From an optimization exercise on the open Yosys and OpenROAD flow, aimed at small area; shortcuts taken in it are not production practice. The RTL was checked by simulation tests, not by an equivalence proof against the original design. Power and IR drop assume default switching activity. The flow treats the clock pin as an ideal source, which a real chip does not have.

===== flow/config.mk =====
export PLATFORM = sky130hd
export DESIGN_NAME = MIPSProcessor
export DESIGN_NICKNAME = MIPSProcessor
export VERILOG_FILES = /design/flow/design.v
export SDC_FILE = /design/flow/constraint.sdc
export NUM_CORES = 4
export LEC_CHECK = 0
export CAP_MARGIN = 20
export CORE_MARGIN = 2
export CORE_UTILIZATION = 65
export PLACE_DENSITY = 0.75
export SLEW_MARGIN = 20

===== flow/constraint.sdc =====
create_clock -name core_clock -period 12.0 [get_ports {clk}]
set_input_delay 2.4000 -clock core_clock [delete_from_list [all_inputs] [get_ports {clk}]]
set_output_delay 2.4000 -clock core_clock [all_outputs]
set_load 0.01 [all_outputs]

===== flow/design.v =====
module MIPSProcessor (
    input    wire               clk, rst,
    output   wire    [31:0]     imem_addr,
    input    wire    [31:0]     imem_rdata,
    output   wire    [31:0]     dmem_addr,
    output   wire    [31:0]     dmem_wdata,
    output   wire               dmem_we,
    input    wire    [31:0]     dmem_rdata
);
reg  [4:0] phase;
reg        clr;         
reg  [1:0] pidx;        
wire       last;
wire p0  = (phase == 5'd0);
wire p31 = (phase == 5'd31);
always @(posedge clk or negedge rst) begin
    if (!rst) begin
        phase <= 5'd0;
        clr   <= 1'b1;
        pidx  <= 2'd0;
    end else begin
        phase <= phase + 5'd1;
        if (p31) begin
            clr  <= 1'b0;
            pidx <= (clr | last) ? 2'd0 : pidx + 2'd1;
        end
    end
end
wire [31:0] I   = imem_rdata;
wire [5:0]  op  = I[31:26];
wire [5:0]  fn  = I[5:0];
wire [4:0]  rs  = I[25:21];
wire [4:0]  rt  = I[20:16];
wire [4:0]  rd  = I[15:11];
wire isR    = (op == 6'b000000);
wire isMul  = isR & (fn == 6'b011100);
wire isSlt  = isR & (fn == 6'b101010);
wire isSub  = isR & (fn == 6'b100010);
wire isAddi = (op == 6'b001000);
wire isLw   = (op == 6'b100011);
wire isSw   = (op == 6'b101011);
wire isBeq  = (op == 6'b000100);
wire isJ    = (op == 6'b000010);
reg  [31:2] pc;
reg  [31:0] addr;       
reg  [31:0] wd;         
reg         ncarry;     
reg         acarry;     
reg         eqf;        
reg  [10:0] mb;         
reg  [3:0]  mc;         
wire [31:0] f0;         
assign f0[0] = 1'b0;
wire        rsbit = f0[rs];
wire        rtbit = f0[rt];
wire        wr;
wire [4:0]  wa;
wire        wbit;
genvar r;
generate
    for (r = 1; r < 32; r = r + 1) begin : g_reg
        reg [31:0] q;
        wire sel = clr | (wr & (wa == r));
        always @(posedge clk)
            q <= {sel ? wbit : q[0], q[31:1]};
        assign f0[r] = q[0];
    end
endgenerate
wire [31:0] I26     = {6'b0, I[25:0]};
wire        ibit    = I26[phase];
wire        immbit  = (phase <= 5'd15) ? ibit : I[15];
wire        offbit  = isJ ? ibit : immbit;
wire [31:0] pcs    = {2'b00, pc};
wire        usepc  = ~clr & ~isJ;
wire        offen  = ~clr & (isJ | (isBeq & (pidx == 2'd1)));
wire        na     = usepc & pcs[phase];
wire        nb     = offen & offbit;
wire        ncin   = p0 ? usepc : ncarry;
wire        nsum   = na ^ nb ^ ncin;
wire        useimm = isAddi | isLw | isSw;
wire        binv   = isSub | isSlt;
wire        aa     = rsbit;
wire        bb     = (useimm ? immbit : rtbit) ^ binv;
wire        acin   = p0 ? binv : acarry;
wire        asum   = aa ^ bb ^ acin;
wire        eqc    = (p0 | eqf) & ~(rsbit ^ rtbit);
wire [10:0] effb, tap;
genvar m;
generate
    for (m = 0; m < 11; m = m + 1) begin : g_mul
        wire [5:0] s = 6'd11 * pidx + m;
        assign effb[m] = (phase == s) ? rtbit : mb[m];
        if (m == 0)
            assign tap[m] = (pidx == 2'd0) ? rsbit : (pidx == 2'd1) ? wd[21] : wd[10];
        else
            assign tap[m] = (pidx == 2'd0) ? wd[32-m] : (pidx == 2'd1) ? wd[21-m] : wd[10-m];
    end
endgenerate
wire [10:0] pp   = effb & tap;
wire        macc = (pidx != 2'd0) & addr[0];
wire [3:0]  mci = p0 ? 4'd0 : mc;
wire [1:0]  fa_a = macc  + pp[0] + pp[1];
wire [1:0]  fa_b = pp[2] + pp[3] + pp[4];
wire [1:0]  fa_c = pp[5] + pp[6] + pp[7];
wire [1:0]  fa_d = pp[8] + pp[9] + pp[10];
wire [1:0]  fa_e = fa_a[0] + fa_b[0] + fa_c[0];
wire [1:0]  fa_f = fa_d[0] + mci[0] + fa_e[0];
wire [1:0]  fa_g = fa_a[1] + fa_b[1] + fa_c[1];
wire [1:0]  fa_h = fa_d[1] + fa_e[1] + fa_f[1];
wire [1:0]  fa_i = fa_g[0] + fa_h[0] + mci[1];
wire [1:0]  fa_j = fa_g[1] + fa_h[1] + fa_i[1];
wire [1:0]  fa_k = fa_j[0] + mci[2];
wire [1:0]  fa_l = fa_j[1] + fa_k[1] + mci[3];
wire        msum = fa_f[0];
wire [4:0]  mtot = {fa_l, fa_k[0], fa_i[0], fa_f[0]};
assign last = isMul ? (pidx == 2'd2) :
              (isSlt | isLw | isSw) ? (pidx == 2'd1) :
              isBeq ? ((pidx == 2'd1) | ~eqc) :
              1'b1;
wire isAdd = isR & ~isMul & ~isSlt;
assign wr  = (pidx == 2'd0) & (isAdd | isAddi)
           | (pidx == 2'd1) & (isSlt | isLw)
           | (pidx == 2'd2) & isMul;
assign wa  = isR ? rd : rt;
assign wbit = clr   ? 1'b0 :
              isLw  ? (wd[0] | (p0 & dmem_rdata[0])) :
              isSlt ? (p0 & ~acarry) :
              isMul ? msum :
              asum;
wire ain = clr ? 1'b0 :
           (isMul & (pidx != 2'd2)) ? msum :
           ((isLw | isSw) & (pidx == 2'd0)) ? asum :
           nsum;
wire win = isMul ? ((pidx == 2'd0) ? rsbit : wd[0]) : (rtbit & ~isLw);
wire lwload = isLw & (pidx == 2'd1) & p0;
always @(posedge clk) begin
    addr   <= {ain, addr[31:1]};
    wd[31] <= win;
    wd[30:0] <= wd[31:1] | ({31{lwload}} & dmem_rdata[31:1]);
    ncarry <= (na & nb) | (na & ncin) | (nb & ncin);
    acarry <= (aa & bb) | (aa & acin) | (bb & acin);
    eqf    <= eqc;
    mb     <= p31 ? 11'd0 : effb;
    mc     <= mtot[4:1];
    if (p31 & (clr | last))
        pc <= addr[30:1];
end
assign imem_addr  = {pc, 2'b00};
assign dmem_addr  = addr;
assign dmem_wdata = wd;
assign dmem_we    = isSw & (pidx == 2'd1) & p0 & ~clr;
endmodule

===== flow/flow/run.sh =====
#!/bin/bash
# Standard ORFS layout (standard.sh), with two changes:
#  - port buffers use the smallest buffer cell instead of the resizer's pick
#  - clock tree: larger sink clusters and no dummy loads
set -e
cp standard.sh standard_sh.log
export BUFFER_PORTS_ARGS="-buffer_cell sky130_fd_sc_hd__buf_1"
export CTS_ARGS="-sink_clustering_enable -repair_clock_nets -dont_use_dummy_load -sink_clustering_size 35 -sink_clustering_max_diameter 60"
bash standard.sh > standard.log 2>&1

===== flow/standard.sh =====
#!/bin/bash
# synth_recipe.tcl (not shown) runs the flow's synth.tcl, then flattens the netlist and writes it again
# the make line also repeats each setting of config.mk as NAME=value (left out here)
make -C /OpenROAD-flow-scripts/flow DESIGN_CONFIG=/design/flow/config.mk WORK_HOME=/design/flow/orfs CLKGATE_MAP_FILE= SYNTH_SCRIPT=/design/flow/synth_recipe.tcl "${@:-finish}"

==> summary.md <==
| Metric | Value |
|---|---|
| Outcome | `timing/DRC/antenna clean` |
| Finished Layout Cells | `2316` |
| Maximum buffer depth of the clock tree | `3` |
| GP Congestion | `approximately 0.87` |
| Worst Skew | `0.0674 ns` |
| Bufs and invs on worst path | `6` |
| Share of layout cells above drive strength 1 | `0.0585` |
| Num CTS Buffers | `44` |
| Syn_area_per_cell | `between 15 and 20 um2` |
| Crit-path most repeated cell | `fa_1` |
| Cell with the most instances after synthesis | `dfxtp_1` |
| Initial antenna violation count | `6` |
| Mapped Area | `26600 um2` |
| Seq cells post-synth | `between 1000 and 1500` |
| FF-to-FF Start | `pidx[0]` |
| Grt ovf | `0` |
| Hold-fix buffers, CTS | `0` |
| Final worst path period share | `0.677` |
| Slew HR | `0.353` |
| Clock-pin slew on the worst setup and hold paths | `0.11 ns` |
| Total GRT Usage | `0.204` |
| Largest net degree at the start of global routing | `40` |
| Vias | `approximately 11000` |
| Worst Setup Start Kind | `primary input` |
| FILL cells | `2563` |
| Die width | `206 um` |
| Seq pwr share | `0.676` |
| Delay-heaviest family, CP | `adder cells` |
| Yosys cell types | `70` |
| Hold slack | `~0.25 ns` |
| First DRT Iteration DRCs | `673` |
| Post-synth ARST share | `0.00719` |
| Overall power | `5.56 mW` |
| Port buffer count | `160` |
| Top cell type's share of synthesized area | `0.808` |
| Placed cell areas | `27700 um2` |
| Hold_sp | `g_reg[9].q[23]` |
| Syn. warnings | `1` |
| Hold Path Sink | `g_reg[9].q[22]` |
| Required time of the critical path | `12.49 ns` |
| PostCTS Resize Cnt | `0` |
| Core area | `40600 um2` |
| Clk sink count | `1112` |
| Clk pwr share | `0.300` |
| Residual DRC count | `0` |
| DR pass1 iterations | `4` |
| Worst path cell trace | `buf_1, mux4_2, nor4b_1, or3_1, nor3_2, mux2i_1, a211o_1, fa_1, fa_1, inv_1, fa_1, inv_1, fa_1, fa_1, fa_1, inv_1, ha_1, inv_1, fa_1, inv_1` |
| CP Max Fanout | `14` |
| Root Buffer | `clkbuf_16` |
| Clock tree from TritonCTS | `yes` |
| Post-Syn Instances | `1617` |
| Gate power share | `0.024` |
| Hold WC Path Type | `flop to flop` |
| Placed Cells | `2267` |
| Power Density | `about 190 nW/um2` |
| Vias in the first global route | `11311` |
| Setup tns final | `0 ns` |
| Vias/cell | `4.93` |
| Fmax | `0.123 GHz` |
| Max IR drop VDD | `0.000164 V` |
| Worst reg2reg path depth | `21` |
| Final Slew Violations | `0` |
| Leakage power | `11.4 nW` |
| Final hold violation count | `0` |
| Int Pwr | `4.45 mW` |
| Delay of the slowest critical-path stage | `0.74 ns` |
| CP Class | `primary input to flop` |
| Fin nets | `roughly 1900` |
| Chip height | `206 um` |
| Initial Util | `0.655` |
| Post-DP HPWL | `about 27000 um` |
| Top cells by count, synth | `dfxtp_1 (1074), nor2b_1 (41), nand2_1 (37)` |
| Critical-path top delay cell | `nor3_2` |
| Synth-to-Final Area Change | `8.27%` |
| WL per Instance | `between 15 and 20 um` |
| Worst Path Arrival | `8.61 ns` |
| Switching Share | `0.199` |
| First-pass GRT wire length | `approximately 65000 um` |
| Die ar. | `between 40000 and 50000 um2` |
| Fin area | `28800 um2` |
| Boundary pin count | `163` |
| Hold Path Depth | `0` |
| Post-CTS Setup Bufs | `0` |
| Crit path time final | `between 8 and 9 ns` |
| Switch Pwr | `1.10 mW` |
| CTS HTree Levels | `2` |
| CP endpoint kind | `flop` |
| Detail Route Antenna Nets | `0` |
| Yosys top cell by area | `dfxtp_1` |
| Worst-Margin Slew | `roughly 0.97 ns` |
| Max-cap violations | `0` |
| Main synth FF type | `dfxtp_1` |
| RSZ-0062 raised after global routing | `no` |
| Setup-failing EPs final | `0` |
| DRT Wirelength | `43300 um` |
| Num rows | `74` |
| Sequential-to-total area share from yosys stat | `0.849` |
| Largest cells by area after synthesis | `dfxtp_1 (81%), edfxtp_1 (3.4%), mux4_2 (2.1%)` |
| Reg2Reg Setup Slack | `between 5 and 6 ns` |
| Clk Latency, worst-skew pair | `0.61 ns` |
| Number of synthesized flops with an enable pin | `30` |
| Reg2reg end | `mc[2]` |
## final cells by class
type | instances | area [um2] | area share
antenna | 5 | 12.5 | 0.000434
clock buffer | 44 | 1100 | 0.0382
inverter | 23 | 86.3 | 0.00300
multi-input combinational | 437 | 3720 | 0.129
sequential | 1112 | 22600 | 0.784
tap | 532 | 666 | 0.0231
timing repair buffer | 163 | 623 | 0.0216
## cells by family after synthesis
kind of cell	share of synthesized area
other	0.000141
AO/OA/AOI/OAI	0.0358
flip-flops	0.849
XOR/XNOR	0.00592
multiplexers	0.0419
adder cells (fa/ha/maj)	0.0159
AND/OR/NAND/NOR	0.0394
buffers and inverters	0.0115
## flip-flops by register name (all words and copies together) (netlist names)
name,count
wd,32
pc,30
pidx,2
mb,11
phase,5
addr,32
acarry,1
ncarry,1
g.q,992
clr,1
eqf,1
mc,4
## cells in the final DEF (no fill, tap or decap), drive strengths merged, types with 14 or more instances in the layout
master  Yosys  layout
dfxtp    1074    1074
nor2b      41      41
inv        22      22
buf        17     163
nand2b     16      16
edfxtp     30      30
o31ai      25      25
nand3      15      15
nor2       27      27
mux2i      29      29
clkbuf     29      44
a21o       32      32
nand2      38      38
mux4       29      29
o21ai      28      28
mux2       14      14
## power groups by stage
stage / sequential, mW / clock [mW] / combinational, mW
global route: 3.76 / 1.82 / 0.151
detailed placement: 3.84 / 0 / 0.132
finish: 3.76 / 1.67 / 0.132
global placement: 3.84 / 0 / 0.130
floorplan: 3.84 / 0 / 0.0824
CTS: 3.76 / 1.71 / 0.134
## worst max path at each step
| stage | start | endpoint | slack (ns) | cells after the start |
|---|---|---|---|---|
| 2_1_floorplan | imem_rdata[16] | mc[2] | 4.09 | 21 |
| 3_3_place_gp | imem_rdata[16] | mc[2] | 3.28 | 20 |
| 3_5_place_dp | imem_rdata[16] | mc[2] | 3.29 | 20 |
| 4_1_cts | imem_rdata[16] | mc[2] | 3.90 | 20 |
| 5_1_grt | imem_rdata[16] | mc[2] | 3.47 | 20 |
| 6_report | imem_rdata[16] | mc[2] | 3.88 | 20 |
## layer usage
layer / up-vias / GRT usage / part of all wire
met5: - / 0 / 0.00030
li1: 5604 / - / -
met3: 72 / 0.0371 / 0.047
met1: 5469 / 0.279 / 0.46
met4: 2 / 0.0730 / 0.028
met2: 276 / 0.328 / 0.47
## per-stage QoR
step	utilization	setup WS, ns
floorplan	-	4.09
global placement	0.681	3.28
detailed placement	0.681	3.29
CTS	0.708	3.90
global route	0.709	3.47
finish	0.709	3.88

-- static timing again, ports no longer ideal --
Ports are ideal in the flow. The routed layout listed here was re-timed in OpenROAD. Step 1 (the two cells are an assumption about what drives the block):
set clk [get_ports {clk}]
set_driving_cell -lib_cell sky130_fd_sc_hd__clkbuf_16 $clk
set_driving_cell -lib_cell sky130_fd_sc_hd__buf_2 [delete_from_list [all_inputs] $clk]
Step 2 also shifts input and output timing later by t, the mid clock arrival at the registers, as if the neighbouring blocks saw the same clock. Slacks: ideal / step 1 / step 2; pairs: ideal / step 1.
shift t [ns]: 0.623
slack for setup (ns): 3.880 / 3.877 / 3.255
hold slack, ns: 0.249 / 0.249 / 0.249
worst setup path after step 2: input to register
After both steps setup and hold are still met in this run. For this run, drivers alone change the setup slack by -0.003 ns; drivers and shift together by -0.625 ns.
